Context: an optimization exercise on an open-source flow, tuned for small area, a short achievable clock period and few clock cycles per item. The choices shown serve that exercise and are no tape-out recipe.
No activity file was given, so power comes from the tool's default toggle rates.

## SME
module SME(clk,reset,chardata,isstring,ispattern,valid,match,match_index);
input clk;
input reset;
input [7:0] chardata;
input isstring;
input ispattern;
output match;
output [4:0] match_index;
output valid;
localparam [6:0] HAT    = 7'h5E ;  
localparam [6:0] DOLLAR = 7'h24 ;  
localparam [6:0] POINT  = 7'h2E ;  
localparam [6:0] STAR   = 7'h2A ;  
localparam [6:0] SPACE  = 7'h20 ;  
reg  [6:0] str_B_rf [0:31];
reg  [5:0] str_length_cnt;
reg        isstring_d, ispattern_d;
reg [33:0] F;
reg  [4:0] off;           
reg        star_seen;
reg        star_d;          
reg  [4:0] star_idx;
reg        valid_r, match_r;
reg  [4:0] match_index_r;
wire [6:0] c = chardata[6:0];
wire c_hat    = c == HAT;
wire c_dollar = c == DOLLAR;
wire c_star   = c == STAR;
wire c_point  = c == POINT;
wire first    = ispattern & ~ispattern_d;
wire [31:0] inS;      
wire [31:0] sp;       
wire [31:0] eqc;      
genvar j;
generate
for (j = 0; j < 32; j = j + 1) begin: POS
    assign inS[j] = str_length_cnt > 31 - j;
    assign sp[j]  = str_B_rf[j] == SPACE;
    assign eqc[j] = str_B_rf[j] == c;
end
endgenerate
wire [31:0] start = inS & ~{inS[30:0], 1'b0};
wire [32:0] pre [0:6];
assign pre[0] = F[32:0];
genvar l;
generate
for (l = 0; l < 6; l = l + 1) begin: PRE
    for (j = 0; j < 33; j = j + 1) begin: B
        if ((j >> l) & 1)
            assign pre[l+1][j] = pre[l][j] | pre[l][((j >> l) << l) - 1];
        else
            assign pre[l+1][j] = pre[l][j];
    end
end
endgenerate
wire [31:0] Fin = first ? inS : F[31:0];
wire [33:0] F_hat  = {2'b00, inS & sp, 1'b0} | {2'b00, start};
wire [33:0] F_dol  = {F[32], F[31:0] & sp, 1'b0};
wire [33:0] F_star = first ? {2'b01, inS} : {1'b0, pre[6]};
wire [33:0] F_pt   = {1'b0, Fin, 1'b0};
wire [33:0] F_fix  = ({34{c_hat}} & F_hat) | ({34{c_dollar}} & F_dol) |
                     ({34{c_star}} & F_star) | ({34{c_point}} & F_pt);
wire [33:0] F_lit  = {1'b0, Fin & eqc, 1'b0};
wire star_mode = star_seen & ~star_d;
wire [33:0] Fe = F & {34{~star_mode}};
wire [4:0]  oe = star_mode ? star_idx : off;
reg [4:0] fs;
integer k;
always @(*) begin
    fs = 5'd0;
    for (k = 33; k >= 0; k = k - 1)
        if (Fe[k]) fs = k[4:0];
end
wire [4:0] gen = fs & oe;
wire [4:0] prp = fs ^ oe;
wire [4:0] cry;
assign cry[0] = 1'b0;
assign cry[1] = gen[0];
assign cry[2] = gen[1] | prp[1] & gen[0];
  ...
Size in the first run: about 1200 cells after synthesis, ~290 flip-flops, roughly 19 I/O pins, about 14000 µm² of cells after synthesis.
==> module SME, before the edit <==
module SME(clk,reset,chardata,isstring,ispattern,valid,match,match_index);
input clk;
input reset;
input [7:0] chardata;
input isstring;
input ispattern;
output match;
output [4:0] match_index;
output valid;
localparam [6:0] HAT    = 7'h5E ;  
localparam [6:0] DOLLAR = 7'h24 ;  
localparam [6:0] POINT  = 7'h2E ;  
localparam [6:0] STAR   = 7'h2A ;  
localparam [6:0] SPACE  = 7'h20 ;  
reg  [6:0] str_B_rf [0:31];
reg  [5:0] str_length_cnt;
reg        isstring_d, ispattern_d;
reg [33:0] F;
reg  [4:0] off;           
reg        star_seen;
reg        star_d;          
reg  [4:0] star_idx;
reg        valid_r, match_r;
reg  [4:0] match_index_r;
wire [6:0] c = chardata[6:0];
wire c_hat    = c == HAT;
wire c_dollar = c == DOLLAR;
wire c_star   = c == STAR;
wire c_point  = c == POINT;
wire first    = ispattern & ~ispattern_d;
wire [31:0] inS;      
wire [31:0] sp;       
wire [31:0] eqc;      
genvar j;
generate
for (j = 0; j < 32; j = j + 1) begin: POS
    assign inS[j] = str_length_cnt > 31 - j;
    assign sp[j]  = str_B_rf[j] == SPACE;
    assign eqc[j] = str_B_rf[j] == c;
end
endgenerate
wire [31:0] start = inS & ~{inS[30:0], 1'b0};
wire [32:0] pre [0:6];
assign pre[0] = F[32:0];
genvar l;
generate
for (l = 0; l < 6; l = l + 1) begin: PRE
    for (j = 0; j < 33; j = j + 1) begin: B
        if ((j >> l) & 1)
            assign pre[l+1][j] = pre[l][j] | pre[l][((j >> l) << l) - 1];
        else
            assign pre[l+1][j] = pre[l][j];
    end
end
endgenerate
wire [31:0] Fin = first ? inS : F[31:0];
wire [33:0] F_hat  = {2'b00, inS & sp, 1'b0} | {2'b00, start};
wire [33:0] F_dol  = {F[32], F[31:0] & sp, 1'b0};
wire [33:0] F_star = first ? {2'b01, inS} : {1'b0, pre[6]};
wire [33:0] F_pt   = {1'b0, Fin, 1'b0};
wire [33:0] F_fix  = ({34{c_hat}} & F_hat) | ({34{c_dollar}} & F_dol) |
                     ({34{c_star}} & F_star) | ({34{c_point}} & F_pt);
wire [33:0] F_lit  = {1'b0, Fin & eqc, 1'b0};
wire star_mode = star_seen & ~star_d;
wire [33:0] Fe = F & {34{~star_mode}};
wire [4:0]  oe = star_mode ? star_idx : off;
reg [4:0] fs;
integer k;
always @(*) begin
    fs = 5'd0;
    for (k = 33; k >= 0; k = k - 1)
        if (Fe[k]) fs = k[4:0];
end
wire [4:0] gen = fs & oe;
wire [4:0] prp = fs ^ oe;
wire [4:0] cry;
assign cry[0] = 1'b0;
assign cry[1] = gen[0];
assign cry[2] = gen[1] | prp[1] & gen[0];
assign cry[3] = gen[2] | prp[2] & gen[1] | prp[2] & prp[1] & gen[0];
assign cry[4] = gen[3] | prp[3] & gen[2] | prp[3] & prp[2] & gen[1] |
                prp[3] & prp[2] & prp[1] & gen[0];
wire [4:0] fs_idx = prp ^ cry;
wire [4:0] len5   = str_length_cnt[4:0];
wire [4:0] len_m1 = len5 - 5'd1;
wire [4:0] off_m1 = off - 5'd1;
wire       c_cnt  = ~c_hat & ~c_star;
integer i;
always @(posedge clk)
begin: STR_RF
    if(isstring)
    begin
        for (i = 0; i < 31; i = i + 1)
            str_B_rf[i] <= str_B_rf[i+1];
        str_B_rf[31] <= c;
    end
end
always @(posedge clk)
begin: LEN_CNT
    if(isstring)
        str_length_cnt <= isstring_d ? str_length_cnt + 6'd1 : 6'd1;
end
always @(posedge clk or posedge reset)
begin: FLAGS
    if(reset)
    begin
        isstring_d  <= 1'b0;
        ispattern_d <= 1'b0;
        valid_r     <= 1'b0;
        match_r     <= 1'b0;
    end
    else
    begin
        isstring_d  <= isstring;
        ispattern_d <= ispattern;
        valid_r     <= ispattern_d & ~ispattern;
        match_r     <= ispattern_d & ~ispattern & (|F);
    end
end
always @(posedge clk)
begin: MATCH
    F <= F_fix | F_lit;
    off <= first ? (c_cnt ? len_m1 : len5) : (c_cnt ? off_m1 : off);
    star_seen <= (first ? 1'b0 : star_seen) | c_star;
    star_d    <= ispattern & c_star;
    if(star_d)
        star_idx <= fs_idx;
    match_index_r <= fs_idx;
end
assign valid       = valid_r;
assign match       = match_r;
assign match_index = match_index_r;
endmodule
==> flow/config.mk <==
export PLATFORM = sky130hd
export DESIGN_NAME = SME
export DESIGN_NICKNAME = SME
export VERILOG_FILES = /design/flow/design.v
export SDC_FILE = /design/flow/constraint.sdc
export NUM_CORES = 4
export LEC_CHECK = 0
export CAP_MARGIN = 20
export CORE_MARGIN = 2
export CORE_UTILIZATION = 40
export CTS_CLUSTER_DIAMETER = 80
export CTS_CLUSTER_SIZE = 30
export SETUP_SLACK_MARGIN = 4.0
export SLEW_MARGIN = 20
==> flow/constraint.sdc <==
create_clock -name core_clock -period 6.5 [get_ports {clk}]
set_input_delay 1.3000 -clock core_clock [delete_from_list [all_inputs] [get_ports {clk}]]
set_output_delay 1.3000 -clock core_clock [all_outputs]
set_load 0.01 [all_outputs]
standard.sh (not shown) runs the stock make flow with config.mk's settings and CLKGATE_MAP_FILE= SYNTH_SCRIPT=/design/flow/synth_recipe.tcl, a recipe that flattens the netlist after the stock synthesis.
==> flow/flow/run.sh <==
#!/bin/bash
# The standard layout (standard.sh), with timing repair free to resize a
# gate to a cell of another footprint: the platform sets MATCH_CELL_FOOTPRINT=1,
# which limits resizing to cells of the same size.  make's full output goes to
# standard.log; the ORFS tools' own logs stay under orfs/logs.
set -euo pipefail
bash standard.sh MATCH_CELL_FOOTPRINT=0 finish > standard.log 2>&1
The baseline completed without violations.
Change:
--- a/flow/design.v
+++ b/flow/design.v
@@ -19,7 +19,8 @@
 reg  [4:0] off;           
 reg        star_seen;
 reg        star_d;          
-reg  [4:0] star_idx;
+reg  [4:0] star_fs;         
+reg  [4:0] star_off;        
 reg        valid_r, match_r;
 reg  [4:0] match_index_r;
 wire [6:0] c = chardata[6:0];
@@ -62,6 +63,7 @@
                      ({34{c_star}} & F_star) | ({34{c_point}} & F_pt);
 wire [33:0] F_lit  = {1'b0, Fin & eqc, 1'b0};
 wire star_mode = star_seen & ~star_d;
+wire [4:0]  star_idx = star_fs + star_off;
 wire [33:0] Fe = F & {34{~star_mode}};
 wire [4:0]  oe = star_mode ? star_idx : off;
 reg [4:0] fs;
@@ -124,7 +126,10 @@
     star_seen <= (first ? 1'b0 : star_seen) | c_star;
     star_d    <= ispattern & c_star;
     if(star_d)
-        star_idx <= fs_idx;
+    begin
+        star_fs  <= fs;
+        star_off <= off;
+    end
     match_index_r <= fs_idx;
 end
 assign valid       = valid_r;
Result: The new run passed the timing, design-rule and antenna checks. Global-route usage rises by 0.15 points. Synthesized cell count goes up by about 3.2%. Sequential share of layout area fell by 1.1 points. Die area goes up by about 1.8%. Routed wire length went up by about 6%. Total power rose by 1.8%. Clock-buffer cell count falls by 1. Clock power fell by about 6%. Worst hold slack improves by 0.015 ns.
No functional check of the RTL was part of any run of this note.

-- port drivers added, routing unchanged --
Ports are ideal in the flow. The routed layouts listed here were re-timed in OpenROAD.
Step 1, drivers: a clkbuf_16 drives clk and a buf_2 each remaining input, both assumed.
Step 2, shift: input delay + t, output delay - t, t = (earliest + latest rising clock arrival at the registers) / 2. This alone moves slack from input paths to output paths.
a / b / c = ideal / step 1 / step 2; a / b = the first two.
| run | t (ns) | slack for setup (ns) | clock arrival spread, ns |
|---|---|---|---|
| the first run | 0.576 | 3.771 / 3.771 / 3.457 | 0.029 / 0.029 |
| the second run | 0.571 | 3.854 / 3.854 / 3.443 | 0.032 / 0.032 |
After both steps every run listed still meets setup and hold. For the second run, which loses most, drivers alone change the setup slack by 0.000 ns; drivers and shift together by -0.411 ns.
